What follows belongs to an exercise in optimizing a design on an open flow for small area, a short achievable clock period and few clock cycles; a production flow would make more cautious choices.
No functional check of the RTL was part of any run shown here.
No activity file was given, so power comes from the tool's default toggle rates.

## flow/design.v (module list and top-level ports; edited modules follow where they fit)
// module accelerator: 1801 lines
// module day12_fa: 10 lines
// module day12_ha: 9 lines
// module day12_top: 27 lines
module day12_top #(
    parameter MAX_REGION_W = 64,
    parameter MAX_REGION_H = 64
) (
    input  wire clk,
    input  wire rst_n,
    input  wire in_valid,
    input  wire [31:0] in_data,
    output wire in_ready,
    output wire out_valid,
    output wire [31:0] out_data,
    input  wire out_ready
);
  // ...
==> flow/flow/run.sh <==
#!/bin/bash
# The standard layout (the standard.sh: standard synthesis, floorplan,
# placement, CTS, routing), with one change: the buffers that global
# placement puts on every input and output port are buf_2 cells instead of
# the cell buffer_ports picks by default.
set -euo pipefail
export BUFFER_PORTS_ARGS="-buffer_cell sky130_fd_sc_hd__buf_2"
bash standard.sh > standard.log 2>&1
==> flow/standard.sh <==
#!/bin/bash
# synth_recipe.tcl (not shown) runs the flow's synth.tcl, then flattens the netlist and writes it again
# the make line also repeats each setting of config.mk as NAME=value (left out here)
make -C /OpenROAD-flow-scripts/flow DESIGN_CONFIG=/design/flow/config.mk WORK_HOME=/design/flow/orfs CLKGATE_MAP_FILE= SYNTH_SCRIPT=/design/flow/synth_recipe.tcl "${@:-finish}"
==> flow/config.mk <==
export PLATFORM = sky130hd
export DESIGN_NAME = day12_top
export DESIGN_NICKNAME = day12_top
export VERILOG_FILES = /design/flow/design.v
export SDC_FILE = /design/flow/constraint.sdc
export NUM_CORES = 4
export LEC_CHECK = 0
export CAP_MARGIN = 20
export CORE_MARGIN = 2
export CORE_UTILIZATION = 60
export SLEW_MARGIN = 20
export SYNTH_HIERARCHICAL = 1
==> flow/constraint.sdc <==
create_clock -name core_clock -period 14.5 [get_ports {clk}]
set_input_delay 2.9000 -clock core_clock [delete_from_list [all_inputs] [get_ports {clk}]]
set_output_delay 2.9000 -clock core_clock [all_outputs]
set_load 0.01 [all_outputs]
==> impl_results.md, run 1 <==
- Fin cells: 2217
- Dpl cells: 2157
- Hold-fix buffers, CTS: 0
- CP Depth: 9
- Distinct cells, synth: between 60 and 70
- Sw Share: 0.234
- Delay-heaviest family, CP: adder cells
- Crit path top cell by count: fa_1
- Slew HR: 0.342
- CTS clk-pin slew, worst paths: 0.06 ns
- PnR worst setup slack: 10.28 ns
- Most frequent cells in the layout: 276 x and2_1, 258 x dfxtp_1, 250 x fa_1, 163 x nor2_1, 108 x nand2_1
- CP peak stage delay: 0.53 ns
- Setup violations, final: 0
- Post-Synth Simple-Gate Area: 0.201
- Share of cells above drive strength 1: 0.0841
- Top cells by area, synth: dfxtp_1 28%, fa_1 27%, and2_1 9.2%
- Combinational power: 84.4 uW
- Fmax: 237 MHz
- Non-CTS buffers: 70
- Die X: 181 um
- Setup CP Type: reg -> reg
- Largest cell class: multi-input combinational cells
- Crit end category: register
- Total grt overflow: 0
- Clock sinks: 290
- Power Internal: 1.34 mW
- Outcome: complete, no violations
- Ys async rst share: 0
- CTS tree: done
- Seq power: 845 uW
- Post-synth EDFFs: 31
- Power share of the clock group: 0.468
- Minimum clock period: 4.22 ns
==> run 2: changes to the inputs <==
--- a/flow/design.v
+++ b/flow/design.v
@@ -23,16 +23,17 @@
 reg  [15:0] rleft;         
 reg  [1:0]  rsub;          
 reg         busy;          
 reg         ovalid;
 reg  [15:0] count;
 reg  [7:0]  cells [0:7];
 reg  [31:0] r_data;
 reg  [31:0] r_a;           
+reg  [3:0]  r_a1w;
 reg         r_v;
 reg         r_wh, r_q1, r_q2, r_end;
 wire accept = in_valid & ~busy;
 assign in_ready  = ~busy;
 assign out_valid = ovalid;
 assign out_data  = {16'd0, count};
 wire [7:0] rhc = r_data[23:16];
 wire       r_ns_zero = (r_data[15:0] == 16'd0);
@@ -107,22 +108,23 @@
         PH_HDR:   end_if = in_ns_zero & in_nr_zero;
         PH_SHDR:  end_if = in_hc_zero & n_last_shape & n_rl_zero;
         PH_SDATA: end_if = n_wl_one & n_last_shape & n_rl_zero;
         default:  end_if = (nxt_rsub == 2'd2) & n_rl_one;
     endcase
 end
 wire t_end = accept & end_if;
 integer i;
-wire [31:0] a_in = ({32{t_wh}} & {in_data[7:0], in_data[15:8], in_data[31:24], in_data[23:16]})
+wire [31:0] a_in = ({32{t_wh}} & {in_data[7:0], in_data[15:8], 8'd0, in_data[23:16]})
                  | ({32{t_q1}} & {cells[3], cells[2], cells[1], cells[0]})
                  | ({32{t_q2}} & {cells[7], cells[6], cells[5], cells[4]});
 always @(posedge clk) begin
     r_data <= in_data;
     r_a    <= a_in;
+    r_a1w  <= {4{t_wh}} & in_data[27:24];
     phase <= nxt_phase;
     idx   <= nxt_idx;
     sleft <= nxt_sleft;
     wl    <= nxt_wl;
     rleft <= nxt_rleft;
     rsub  <= nxt_rsub;
     if (r_v && phase == PH_SHDR)
         cells[idx] <= rhc;
@@ -143,22 +145,22 @@
     end
 end
 wire wh = r_wh;
 wire [7:0] by0 = r_data[7:0];
 wire [7:0] by1 = r_data[15:8];
 wire [7:0] by2 = r_data[23:16];
 wire [7:0] by3 = r_data[31:24];
 wire [7:0] a0 = r_a[7:0];
-wire [7:0] a1 = r_a[15:8];
+wire [7:0] a1 = r_a[15:8];     
 wire [7:0] a2 = r_a[23:16];
 wire [7:0] a3 = r_a[31:24];
+wire [3:0] a1w = r_a1w;     
 wire [7:0] b0 = by0;
-wire [7:0] b1q = by1 & {8{~wh}};
-wire [7:0] b1w = by1 & {8{wh}};
+wire [7:0] b1 = by1;
 wire [7:0] b2 = by2;
 wire [7:0] b3 = by3;
 wire pp1;
 wire pp2;
 wire pp3;
 wire pp4;
 wire pp5;
 wire pp6;
@@ -1117,153 +1119,153 @@
 day12_fa u_gs325 (.a(gc296), .b(gs261), .c(gs297), .s(gs325), .co(gc326));
 day12_fa u_gs327 (.a(gs265), .b(gc298), .c(gs299), .s(gs327), .co(gc328));
 day12_fa u_gs329 (.a(gs269), .b(gc300), .c(gs301), .s(gs329), .co(gc330));
 day12_fa u_gs331 (.a(gc270), .b(gs303), .c(gc302), .s(gs331), .co(gc332));
 day12_fa u_gs333 (.a(gc274), .b(gs305), .c(gc304), .s(gs333), .co(gc334));
 day12_fa u_gs335 (.a(gs307), .b(gc278), .c(gc306), .s(gs335), .co(gc336));
 day12_fa u_gs337 (.a(gs309), .b(gc282), .c(gc308), .s(gs337), .co(gc338));
 assign pp339 = a0[0] & b0[0];
-assign pp340 = a1[0] & b1q[0];
-assign pp341 = a1[0] & b1w[0];
+assign pp340 = a1[0] & b1[0];
+assign pp341 = a1w[0] & b1[0];
 assign pp342 = a0[0] & b0[1];
-assign pp343 = a1[0] & b1q[1];
-assign pp344 = a1[0] & b1w[1];
+assign pp343 = a1[0] & b1[1];
+assign pp344 = a1w[0] & b1[1];
 assign pp345 = a0[0] & b0[2];
-assign pp346 = a1[0] & b1q[2];
-assign pp347 = a1[0] & b1w[2];
+assign pp346 = a1[0] & b1[2];
+assign pp347 = a1w[0] & b1[2];
 assign pp348 = a0[0] & b0[3];
-assign pp349 = a1[0] & b1q[3];
-assign pp350 = a1[0] & b1w[3];
+assign pp349 = a1[0] & b1[3];
+assign pp350 = a1w[0] & b1[3];
 assign pp351 = a0[0] & b0[4];
-assign pp352 = a1[0] & b1q[4];
+assign pp352 = a1[0] & b1[4];
 assign pp353 = a0[0] & b0[5];
-assign pp354 = a1[0] & b1q[5];
+assign pp354 = a1[0] & b1[5];
 assign pp355 = a0[0] & b0[6];
-assign pp356 = a1[0] & b1q[6];
+assign pp356 = a1[0] & b1[6];
 assign pp357 = a0[0] & b0[7];
-assign pp358 = a1[0] & b1q[7];
+assign pp358 = a1[0] & b1[7];
 assign pp359 = a0[1] & b0[0];
-assign pp360 = a1[1] & b1q[0];
-assign pp361 = a1[1] & b1w[0];
+assign pp360 = a1[1] & b1[0];
+assign pp361 = a1w[1] & b1[0];
 assign pp362 = a0[1] & b0[1];
-assign pp363 = a1[1] & b1q[1];
-assign pp364 = a1[1] & b1w[1];
+assign pp363 = a1[1] & b1[1];
+assign pp364 = a1w[1] & b1[1];
 assign pp365 = a0[1] & b0[2];
-assign pp366 = a1[1] & b1q[2];
-assign pp367 = a1[1] & b1w[2];
+assign pp366 = a1[1] & b1[2];
+assign pp367 = a1w[1] & b1[2];
 assign pp368 = a0[1] & b0[3];
-assign pp369 = a1[1] & b1q[3];
+assign pp369 = a1[1] & b1[3];
 assign pp370 = a0[1] & b0[4];
-assign pp371 = a1[1] & b1q[4];
+assign pp371 = a1[1] & b1[4];
 assign pp372 = a0[1] & b0[5];
-assign pp373 = a1[1] & b1q[5];
+assign pp373 = a1[1] & b1[5];
 assign pp374 = a0[1] & b0[6];
-assign pp375 = a1[1] & b1q[6];
+assign pp375 = a1[1] & b1[6];
 assign pp376 = a0[1] & b0[7];
-assign pp377 = a1[1] & b1q[7];
+assign pp377 = a1[1] & b1[7];
 assign pp378 = a0[2] & b0[0];
-assign pp379 = a1[2] & b1q[0];
-assign pp380 = a1[2] & b1w[0];
+assign pp379 = a1[2] & b1[0];
+assign pp380 = a1w[2] & b1[0];
 assign pp381 = a0[2] & b0[1];
-assign pp382 = a1[2] & b1q[1];
-assign pp383 = a1[2] & b1w[1];
+assign pp382 = a1[2] & b1[1];
+assign pp383 = a1w[2] & b1[1];
 assign pp384 = a0[2] & b0[2];
-assign pp385 = a1[2] & b1q[2];
+assign pp385 = a1[2] & b1[2];
 assign pp386 = a0[2] & b0[3];
-assign pp387 = a1[2] & b1q[3];
+assign pp387 = a1[2] & b1[3];
 assign pp388 = a0[2] & b0[4];
-assign pp389 = a1[2] & b1q[4];
+assign pp389 = a1[2] & b1[4];
 assign pp390 = a0[2] & b0[5];
-assign pp391 = a1[2] & b1q[5];
+assign pp391 = a1[2] & b1[5];
 assign pp392 = a0[2] & b0[6];
-assign pp393 = a1[2] & b1q[6];
+assign pp393 = a1[2] & b1[6];
 assign pp394 = a0[2] & b0[7];
-assign pp395 = a1[2] & b1q[7];
+assign pp395 = a1[2] & b1[7];
 assign pp396 = a0[3] & b0[0];
-assign pp397 = a1[3] & b1q[0];
-assign pp398 = a1[3] & b1w[0];
+assign pp397 = a1[3] & b1[0];
+assign pp398 = a1w[3] & b1[0];
 assign pp399 = a0[3] & b0[1];
-assign pp400 = a1[3] & b1q[1];
+assign pp400 = a1[3] & b1[1];
 assign pp401 = a0[3] & b0[2];
-assign pp402 = a1[3] & b1q[2];
+assign pp402 = a1[3] & b1[2];
 assign pp403 = a0[3] & b0[3];
-assign pp404 = a1[3] & b1q[3];
+assign pp404 = a1[3] & b1[3];
 assign pp405 = a0[3] & b0[4];
-assign pp406 = a1[3] & b1q[4];
+assign pp406 = a1[3] & b1[4];
 assign pp407 = a0[3] & b0[5];
-assign pp408 = a1[3] & b1q[5];
+assign pp408 = a1[3] & b1[5];
 assign pp409 = a0[3] & b0[6];
-assign pp410 = a1[3] & b1q[6];
+assign pp410 = a1[3] & b1[6];
 assign pp411 = a0[3] & b0[7];
-assign pp412 = a1[3] & b1q[7];
+assign pp412 = a1[3] & b1[7];
 assign pp413 = a0[4] & b0[0];
-assign pp414 = a1[4] & b1q[0];
+assign pp414 = a1[4] & b1[0];
 assign pp415 = a0[4] & b0[1];
-assign pp416 = a1[4] & b1q[1];
+assign pp416 = a1[4] & b1[1];
 assign pp417 = a0[4] & b0[2];
-assign pp418 = a1[4] & b1q[2];
+assign pp418 = a1[4] & b1[2];
 assign pp419 = a0[4] & b0[3];
-assign pp420 = a1[4] & b1q[3];
+assign pp420 = a1[4] & b1[3];
 assign pp421 = a0[4] & b0[4];
-assign pp422 = a1[4] & b1q[4];
+assign pp422 = a1[4] & b1[4];
 assign pp423 = a0[4] & b0[5];
-assign pp424 = a1[4] & b1q[5];
+assign pp424 = a1[4] & b1[5];
 assign pp425 = a0[4] & b0[6];
-assign pp426 = a1[4] & b1q[6];
+assign pp426 = a1[4] & b1[6];
 assign pp427 = a0[4] & b0[7];
-assign pp428 = a1[4] & b1q[7];
+assign pp428 = a1[4] & b1[7];
 assign pp429 = a0[5] & b0[0];
-assign pp430 = a1[5] & b1q[0];
+assign pp430 = a1[5] & b1[0];
 assign pp431 = a0[5] & b0[1];
-assign pp432 = a1[5] & b1q[1];
+assign pp432 = a1[5] & b1[1];
 assign pp433 = a0[5] & b0[2];
-assign pp434 = a1[5] & b1q[2];
+assign pp434 = a1[5] & b1[2];
 assign pp435 = a0[5] & b0[3];
-assign pp436 = a1[5] & b1q[3];
+assign pp436 = a1[5] & b1[3];
 assign pp437 = a0[5] & b0[4];
-assign pp438 = a1[5] & b1q[4];
+assign pp438 = a1[5] & b1[4];
 assign pp439 = a0[5] & b0[5];
-assign pp440 = a1[5] & b1q[5];
+assign pp440 = a1[5] & b1[5];
 assign pp441 = a0[5] & b0[6];
-assign pp442 = a1[5] & b1q[6];
+assign pp442 = a1[5] & b1[6];
 assign pp443 = a0[5] & b0[7];
-assign pp444 = a1[5] & b1q[7];
+assign pp444 = a1[5] & b1[7];
 assign pp445 = a0[6] & b0[0];
-assign pp446 = a1[6] & b1q[0];
+assign pp446 = a1[6] & b1[0];
 assign pp447 = a0[6] & b0[1];
-assign pp448 = a1[6] & b1q[1];
+assign pp448 = a1[6] & b1[1];
 assign pp449 = a0[6] & b0[2];
-assign pp450 = a1[6] & b1q[2];
+assign pp450 = a1[6] & b1[2];
 assign pp451 = a0[6] & b0[3];
-assign pp452 = a1[6] & b1q[3];
+assign pp452 = a1[6] & b1[3];
 assign pp453 = a0[6] & b0[4];
-assign pp454 = a1[6] & b1q[4];
+assign pp454 = a1[6] & b1[4];
 assign pp455 = a0[6] & b0[5];
-assign pp456 = a1[6] & b1q[5];
+assign pp456 = a1[6] & b1[5];
 assign pp457 = a0[6] & b0[6];
-assign pp458 = a1[6] & b1q[6];
+assign pp458 = a1[6] & b1[6];
 assign pp459 = a0[6] & b0[7];
-assign pp460 = a1[6] & b1q[7];
+assign pp460 = a1[6] & b1[7];
 assign pp461 = a0[7] & b0[0];
-assign pp462 = a1[7] & b1q[0];
+assign pp462 = a1[7] & b1[0];
 assign pp463 = a0[7] & b0[1];
-assign pp464 = a1[7] & b1q[1];
+assign pp464 = a1[7] & b1[1];
 assign pp465 = a0[7] & b0[2];
-assign pp466 = a1[7] & b1q[2];
+assign pp466 = a1[7] & b1[2];
 assign pp467 = a0[7] & b0[3];
-assign pp468 = a1[7] & b1q[3];
+assign pp468 = a1[7] & b1[3];
 assign pp469 = a0[7] & b0[4];
-assign pp470 = a1[7] & b1q[4];
+assign pp470 = a1[7] & b1[4];
 assign pp471 = a0[7] & b0[5];
-assign pp472 = a1[7] & b1q[5];
+assign pp472 = a1[7] & b1[5];
 assign pp473 = a0[7] & b0[6];
-assign pp474 = a1[7] & b1q[6];
+assign pp474 = a1[7] & b1[6];
 assign pp475 = a0[7] & b0[7];
-assign pp476 = a1[7] & b1q[7];
+assign pp476 = a1[7] & b1[7];
 day12_ha u_mh477 (.a(pp355), .b(pp356), .s(mh477), .co(mk478));
 day12_fa u_ms479 (.a(pp357), .b(pp358), .c(pp374), .s(ms479), .co(mc480));
 day12_fa u_ms481 (.a(pp375), .b(pp390), .c(pp391), .s(ms481), .co(mc482));
 day12_fa u_ms483 (.a(pp376), .b(pp377), .c(pp392), .s(ms483), .co(mc484));
 day12_ha u_mh485 (.a(pp393), .b(pp407), .s(mh485), .co(mk486));
 day12_ha u_mh487 (.a(pp394), .b(pp395), .s(mh487), .co(mk488));
 day12_ha u_mh489 (.a(pp351), .b(pp352), .s(mh489), .co(mk490));
 day12_fa u_ms491 (.a(pp353), .b(pp354), .c(pp370), .s(ms491), .co(mc492));
==> run 2 against run 1 <==
Compared with the run above:
- largest cell class unchanged
- non-clock buffer count unchanged
- critical path depth down 2
- global-route usage down 1.6 points
- clock power up 2.8%
- die area up 0.74%
- critical endpoint is now accel.busy
==> impl_results.md, run 2 <==
- Layout Nets: 2078 (was 2148)
- Multi-input gate area: 12200 um2 (about the same)
- Hold path depth: 1 (unchanged)
- GR Util All Layers: 0.294 (was 0.310)
- Distinct cells, synth: 68 (was 62)
- Core area: 30800 um2 (was 30700 um2)
- WP data arrival: 4.82 ns (was 4.66 ns)
- Top-area cell type share of the netlist area: 0.279 (was 0.277)
- Via density: 5.70 (was 5.81)
- Mapped Area: 18900 um2 (was 18700 um2)
- Gates resized, CTS repair: 0 (unchanged)
- Vias in the first global route: 13000 (was 13600)
- Drt first-iter violations: 777 (was 892)
- Slew @ Worst Pin: 0.998 ns (was 0.983 ns)
- CP peak stage delay: 0.85 ns (was 0.53 ns)
- Total Wirelength: 46900 um (was 49300 um)
- Peak supply drop: 0.106 mV (was 0.0913 mV)
- Count of pins over their slew limit: 0 (unchanged)
- Ys async rst share: 0 (unchanged)
- Area leader, netlist: dfxtp_1 (unchanged)
- CTS clk-pin slew, worst paths: 0.06 ns (about the same)
- Top FF cell, synth: dfxtp_1 (unchanged)
- Synthesis Warnings: 7 (unchanged)
- Fmax: 230 MHz (was 237 MHz)
- Post-Syn Area per Cell: 11.2 um2 (was 10.6 um2)
- Critical Path RT: 14.97 ns (was 14.94 ns)
- Post-route ant nets: 0 (unchanged)
- Top-count cell post-synth: and2_1 (unchanged)
- Number of flip-flops in the largest register: 64 (unchanged)
- Setup Fix Bufs, Post-CTS: 0 (unchanged)
- Setup violations, final: 0 (unchanged)
- FILL cells: 2450 (was 2489)
- Crit path top cell by count: nor4_1 (was fa_1)
- Seq/Total Area, Yosys: 0.328 (was 0.326)
- First-pass DRT Iterations: 5 (unchanged)
- Most frequent cells in the layout: 288 x and2_1, 263 x dfxtp_1, 250 x fa_1, 94 x nor2_1, 88 x nor2b_1 (was 276 x and2_1, 258 x dfxtp_1, 250 x fa_1, 163 x nor2_1, 108 x nand2_1)
- Placer Congestion: 0.883 (was 0.866)
- Critical path, cell by cell: buf_2 > nor4_1 > a21oi_1 > nor4_1 > o221a_1 > o31a_1 > a31o_1 (was buf_4 > nor2b_1 > and2_1 > fa_1 > fa_1 > fa_1 > fa_1 > fa_1 > fa_1)
- Hold Crit Class: reg -> reg (unchanged)
- Cell Area, Placed: 19400 um2 (was 19300 um2)
- Cell area after layout: 20500 um2 (was 20400 um2)
- Slew HR: 0.328 (was 0.342)
- Post-Synthesis Cells: 1692 (was 1775)
- Hold-fix buffers, CTS: 0 (unchanged)
- Leak Pwr: 9.41 nW (was 9.64 nW)
- Largest regs: accel.cells x64, accel.r_a x32, accel.r_data x32 (unchanged)
- Starting density of the core: 0.613 (was 0.611)
- Rows: 64 (unchanged)
- Num CTS Buffers: 34 (was 31)
- Startpoint type of the worst setup path: input pin (was register)
- Top-Level Pins: 70 (unchanged)
- Buffers and inverters on the worst path: 1 (unchanged)
- H-tree depth: 2 (was 1)
- IO Port Bufs: 53 (unchanged)
- Clock sinks: 294 (was 290)
- Detailed placer's ending HPWL: 34800 um (was 36300 um)
- Critical Path Slowest Stage Cell: nor4_1 (was fa_1)
- Tcrit/Tclk final: 0.300 (was 0.291)
- Final Hold Viols: 0 (unchanged)
- Share of cells above drive strength 1: 0.100 (was 0.0841)
- RSZ-0062 raised after global routing: false (unchanged)
- Outcome: complete, no violations (unchanged)
- Largest net degree at the start of global routing: 78 (was 66)
- Total negative slack: 0 ns (unchanged)
- Max Cap Viol: 0 (unchanged)
- Clock Path Buffers: 3 (unchanged)
- Area Growth Syn to Fin: 8.65% (was 8.62%)
- PwrDens: 96.2 nW/um2 (was 85.8 nW/um2)
- Clk root buf: clkbuf_16 (unchanged)
- CP Depth: 7 (was 9)
- Minimum clock period: 4.35 ns (was 4.22 ns)
- Delay-heaviest family, CP: simple AND/OR/NAND/NOR gates (was adder cells)
- Die footprint: 32900 um2 (was 32700 um2)
- Die H: 181 um (about the same)
- CP Max Fanout: 3 (was 61)
- Setup CP Type: in -> reg (was reg -> reg)
- Crit end category: register (unchanged)
- CTS tree: done (unchanged)
- DR vias: 12200 (was 12900)
- WL/cell: 21.9 um (was 22.2 um)
- Initial antenna violation count: 2 (was 1)
- Clk Latency, worst-skew pair: 0.52 ns (was 0.60 ns)
- List of most frequent post-synthesis cells: 288 x and2_1, 263 x dfxtp_1, 250 x fa_1, 95 x nor2_1, 88 x nor2b_1 (was 276 x and2_1, 259 x dfxtp_1, 250 x fa_1, 164 x nor2_1, 108 x nand2_1)
- Worst R2R Path Depth: 9 (unchanged)
- DR DRC count: 0 (unchanged)
- Total grt overflow: 0 (unchanged)
- Post-synth EDFFs: 31 (unchanged)
- Die X: 181 um (about the same)
- Antenna diode count: 0 (was 1)
- Storage cell area: 6200 um2 (was 6120 um2)
- Clk_skew: 0.0254 ns (was 0.0418 ns)
- Commonest non-fill, non-tap cell in the layout: and2_1 (unchanged)
- Synthesized flop and latch total: 294 (was 290)
- Top cells by area, synth: dfxtp_1 28%, fa_1 26%, and2_1 9.5% (was dfxtp_1 28%, fa_1 27%, and2_1 9.2%)
- Biggest register: accel.cells (unchanged)
- First-pass GRT wire length: 74100 um (was 77700 um)
==> run 2: changes by cell type after synthesis, sizes merged, moves of 8 or more <==
cell,delta
a21oi,-57
a22oi,+32
and2,+13
and3,-14
clkbuf,-8
mux2,+23
nand2,-50
nor2,-72
nor2b,+62
nor3,+8
xnor2,+8
xor2,-10
==> run 2: Yosys stat by module (local to each module, per instance), excerpt <==
| module | cells inside | flip-flops and latches | area (um2) |
|---|---|---|---|
| day12_ha | 1 | 0 | 12.5 |
| day12_fa | 1 | 0 | 20.0 |
==> run 2: layout make-up <==
type	count	share of cell area
Clock buffer	48	0.0469
Multi-Input combinational cell	1301	0.597
Clock inverter	13	0.00671
Timing Repair Buffer	70	0.0191
Inverter	24	0.00439
Tap cell	396	0.0241
Sequential cell	294	0.302
==> run 2: power breakdown <==
part	switching, mW	total (mW)	internal, mW
clock	0.339	0.842	0.502
sequential	0.0407	0.895	0.855
combinational	0.135	0.237	0.103
==> run 2: kinds of logic (layout without fill, tap and decap cells) <==
| group | after synthesis | count (layout) | share of synthesized area |
|---|---|---|---|
| other cells | 1 | 16 | 0.000199 |
| flops | 294 | 294 | 0.328 |
| mux | 105 | 105 | 0.0585 |
| buf+inv | 112 | 155 | 0.0269 |
| simple gates | 637 | 637 | 0.192 |
| fa+ha+maj | 317 | 317 | 0.309 |
| compound gates | 157 | 157 | 0.0535 |
| xor+xnor | 69 | 69 | 0.0320 |
==> run 2: per-layer routing <==
metal | vias to the layer above | wire length, um | GRT usage
li1 | 5627 | - | -
met1 | 6108 | 21200 | 0.421
met2 | 405 | 21300 | 0.462
met3 | 88 | 3100 | 0.0513
met4 | 2 | 1370 | 0.0904
met5 | - | 13 | 0
==> run 2: path summary, 6_finish.rpt <==
path | end | slack [ns] | from
max | accel.busy | 10.15 | in_data[19]
min | accel.f_end | 0.43 | accel.p_end
max reg2reg | accel.sg1_10 | 10.47 | accel.r_data[22]
min reg2reg | accel.f_end | 0.43 | accel.p_end
==> run 2: per-stage QoR <==
step                power [mW]  hold WS (ns)   util  worst slack (ns)  cells
CTS                       1.98         0.433  0.666             10.22   2146
floorplan                 1.08         0.412      -             10.57   1707
global route              2.05         0.469  0.666             10.09   2146
global placement          1.14         0.416  0.630              9.80   2085
detailed placement        1.15         0.420  0.630              9.67   2085
finish                    1.97         0.431  0.666             10.15   2146
==> run 3: changes to the inputs <==
--- a/flow/config.mk
+++ b/flow/config.mk
@@ -8,5 +8,7 @@
 export CAP_MARGIN = 20
 export CORE_MARGIN = 2
 export CORE_UTILIZATION = 60
+export CTS_CLUSTER_DIAMETER = 80
+export CTS_CLUSTER_SIZE = 24
 export SLEW_MARGIN = 20
 export SYNTH_HIERARCHICAL = 1
==> run 3 against run 2 <==
Compared with the run above:
- still clean on timing, DRC and antenna
- worst hold slack worse by 0.0075 ns
- combinational power hardly changed
- die area stayed put
- utilization is 1.5 points lower
- fmax is 1.1% higher
- non-clock buffer count stayed put
- via count is 0.92% lower
- setup slack better by 0.046 ns
- sequential power hardly changed
- global-route usage is 0.20 points lower
- area after synthesis stayed put
==> impl_results.md, run 3 <==
- Post-Synth XOR/XNOR Area: 0.0320 (unchanged)
- List of most frequent post-synthesis cells: 288 x and2_1, 263 x dfxtp_1, 250 x fa_1, 95 x nor2_1, 88 x nor2b_1 (unchanged)
- Ys async rst share: 0 (unchanged)
- Setup violations, final: 0 (unchanged)
- Distinct cells, synth: 68 (unchanged)
- CTS clk-pin slew, worst paths: 0.10 ns (was 0.06 ns)
- Total Wirelength: 46500 um (was 46900 um)
- Storage cell area: 6200 um2 (unchanged)
- Startpoint type of the worst setup path: input pin (unchanged)
- Top-count cell post-synth: and2_1 (unchanged)
- Clk root buf: clkbuf_16 (unchanged)
- Vias in the first global route: 12900 (was 13000)
- Post-route ant nets: 0 (unchanged)
- Post-synth EDFFs: 31 (unchanged)
- Max Cap Viol: 0 (unchanged)
- WL/cell: 22.0 um (was 21.9 um)
- IO Port Bufs: 53 (unchanged)
- Setup CP Type: in -> reg (unchanged)
- Largest regs: accel.cells x64, accel.r_a x32, accel.r_data x32 (unchanged)
- Placer Congestion: 0.883 (unchanged)
- Top-Level Pins: 70 (unchanged)
- WP data arrival: 4.77 ns (was 4.82 ns)
- Total negative slack: 0 ns (unchanged)
- Die X: 181 um (unchanged)
- CTS tree: done (unchanged)
- Slew HR: 0.328 (about the same)
- First-pass GRT wire length: 73700 um (was 74100 um)
- Hold slack: 0.423 ns (was 0.431 ns)
- Top FF cell, synth: dfxtp_1 (unchanged)
- Synthesized flop and latch total: 294 (unchanged)
- Cell area after layout: 20100 um2 (was 20500 um2)
- Biggest register: accel.cells (unchanged)
- Drt first-iter violations: 764 (was 777)
- Post-Syn Area per Cell: 11.2 um2 (unchanged)
- Leak Pwr: 9.17 nW (was 9.41 nW)
- DR vias: 12100 (was 12200)
- PwrDens: 85.4 nW/um2 (was 96.2 nW/um2)
- Initial antenna violation count: 2 (unchanged)
- Final Power: 1.71 mW (was 1.97 mW)
- Via density: 5.72 (was 5.70)
- Post-synthesis compound-gate area fraction: 0.0535 (unchanged)
- Peak supply drop: 0.0997 mV (was 0.106 mV)
- Layout Nets: 2063 (was 2078)
- Fmax: 232 MHz (was 230 MHz)
- Die H: 181 um (unchanged)
- H-tree depth: 1 (was 2)
- Clk_skew: 0.0258 ns (was 0.0254 ns)
- Post-Synth Adder-Cell Area: 0.309 (unchanged)
- Starting density of the core: 0.613 (unchanged)
- Commonest non-fill, non-tap cell in the layout: and2_1 (unchanged)
- Top cells by area, synth: dfxtp_1 28%, fa_1 26%, and2_1 9.5% (unchanged)
- Final Hold Viols: 0 (unchanged)
- Tcrit/Tclk final: 0.297 (was 0.300)
- Rows: 64 (unchanged)
- Cell Area, Placed: 19400 um2 (unchanged)
- CP Max Fanout: 3 (unchanged)
- Share of cells above drive strength 1: 0.0883 (was 0.100)
- Mux contribution to synthesized area: 0.0585 (unchanged)
- Slew @ Worst Pin: 1.00 ns (was 0.998 ns)
- Hold Crit Class: reg -> reg (unchanged)
- Setup Fix Bufs, Post-CTS: 0 (unchanged)
- Die footprint: 32900 um2 (unchanged)
- Hold-fix buffers, CTS: 0 (unchanged)
- GR Util All Layers: 0.292 (was 0.294)
- Crit end category: register (unchanged)
- Count of pins over their slew limit: 0 (unchanged)
- Total grt overflow: 0 (unchanged)
- R2R Setup Slk: 10.40 ns (was 10.47 ns)
- First-pass DRT Iterations: 5 (unchanged)
- Area leader, netlist: dfxtp_1 (unchanged)
- Multi-input gate area: 12200 um2 (unchanged)
- Detailed placer's ending HPWL: 34800 um (unchanged)
- Outcome: complete, no violations (unchanged)
- RSZ-0062 raised after global routing: false (unchanged)
- Clk Latency, worst-skew pair: 0.53 ns (was 0.52 ns)
- Clock Path Buffers: 3 (unchanged)
- Minimum clock period: 4.30 ns (was 4.35 ns)
- Core area: 30800 um2 (unchanged)
- Post-Synthesis Cells: 1692 (unchanged)
- Largest net degree at the start of global routing: 78 (unchanged)
- Area Growth Syn to Fin: 6.18% (was 8.65%)
- Antenna diode count: 0 (unchanged)
- Num CTS Buffers: 19 (was 34)
- Clock sinks: 294 (unchanged)
- Top-area cell type share of the netlist area: 0.279 (unchanged)
- Gates resized, CTS repair: 0 (unchanged)
- FILL cells: 2519 (was 2450)
- DR DRC count: 0 (unchanged)
- Mapped Area: 18900 um2 (unchanged)
- Most frequent cells in the layout: 288 x and2_1, 263 x dfxtp_1, 250 x fa_1, 94 x nor2_1, 88 x nor2b_1 (unchanged)
- Synthesis Warnings: 7 (unchanged)
- Number of flip-flops in the largest register: 64 (unchanged)
- Post-Synth Simple-Gate Area: 0.192 (unchanged)
- Seq/Total Area, Yosys: 0.328 (unchanged)
- Largest family of logic cells by synthesized area: adder cells (unchanged)
- Critical Path RT: 14.96 ns (was 14.97 ns)
## run 3: per-stage QoR
stage	utilization	setup WS, ns	instances
after global routing	0.651	10.14	2117
after global placement	0.630	9.80	2085
after floorplan	-	10.57	1707
after detailed placement	0.630	9.67	2085
after CTS	0.651	10.23	2117
final	0.651	10.20	2117
## run 3: cells by family (layout without fill, tap and decap cells)
logic type,Yosys count,count (layout)
AOI/OAI and AO/OA,157,157
xor gates and xnor gates,69,69
adders and majority gates,317,317
buffers and inverters,112,126
DFF,294,294
muxes,105,105
other,1,16
and+or+nand+nor,637,637
## run 3: layer usage
metal	global-route usage	wire (um)	vias up
met1	0.423	21100	6071
met4	0.0764	1190	2
met3	0.0483	2920	75
li1	-	-	5586
met5	0	13	-
met2	0.462	21300	383
## run 3: area by class of cell
class / count / area share
multi-input cells: 1301 / 0.611
flip-flops and latches: 294 / 0.309
well taps: 396 / 0.0247
clock buffers: 24 / 0.0246
repair buffers: 70 / 0.0196
clock inverters: 8 / 0.00699
inverters: 24 / 0.00449
## run 3: per-module statistics from Yosys (local to each module, per instance), a selection
module	cell area, um2	flip-flops and latches
day12_fa	20.0	0
day12_ha	12.5	0
## run 3: path summary, 6_finish.rpt
check                         from            to  cells after the start
setup reg to reg  accel.r_data[24]    accel.busy                     12
hold reg to reg        accel.f_end  accel.ovalid                      1
setup / recovery       in_data[19]    accel.busy                      7
hold / removal         accel.f_end  accel.ovalid                      1
## run 3: worst max-delay path, cell delays in order
cell and delay [ns]:
buf_2 0.11, nor4_1 0.78, a21oi_1 0.17, nor4_1 0.31
o221a_1 0.25, o31a_1 0.14, a31o_1 0.09
## run 3: where the power goes
group	switching, mW	total [mW]	internal, mW
logic	0.134	0.237	0.103
clock network	0.306	0.582	0.276
registers	0.0405	0.894	0.853
total	0.480	1.71	1.23

[re-timing with driven ports]
How much do the figures lean on ideal ports? The routed layouts below were timed once more, with nothing changed but the port constraints. Step 1 sets driving cells, clkbuf_16 on the clock port and buf_2 on the other inputs (assumed; they add their load-dependent delay and slew). Step 2 times the ports against the registers' clock, not the clock port: input delays grow and output delays shrink by t, the midpoint of the rising clock arrivals with the driver on. Slacks: ideal / step 1 / step 2; pairs: ideal / step 1.
run | t (ns) | setup slack, ns | hold WS [ns] | slew at the worst register clock pin (ns) | worst data-port slew with drivers (ns)
run 1 | 0.629 | 10.280 / 10.238 / 9.936 | 0.444 / 0.444 / 0.444 | 0.07 / 0.07 | 0.04
run 2 | 0.564 | 10.150 / 10.186 / 9.623 | 0.431 / 0.431 / 0.431 | 0.06 / 0.06 | 0.03
run 3 | 0.577 | 10.196 / 10.233 / 9.655 | 0.423 / 0.423 / 0.423 | 0.10 / 0.10 | 0.03
After both steps every run listed still meets setup and hold. The setup slack of run 3, which loses most, moves by +0.037 ns with the drivers and by -0.541 ns with both steps.
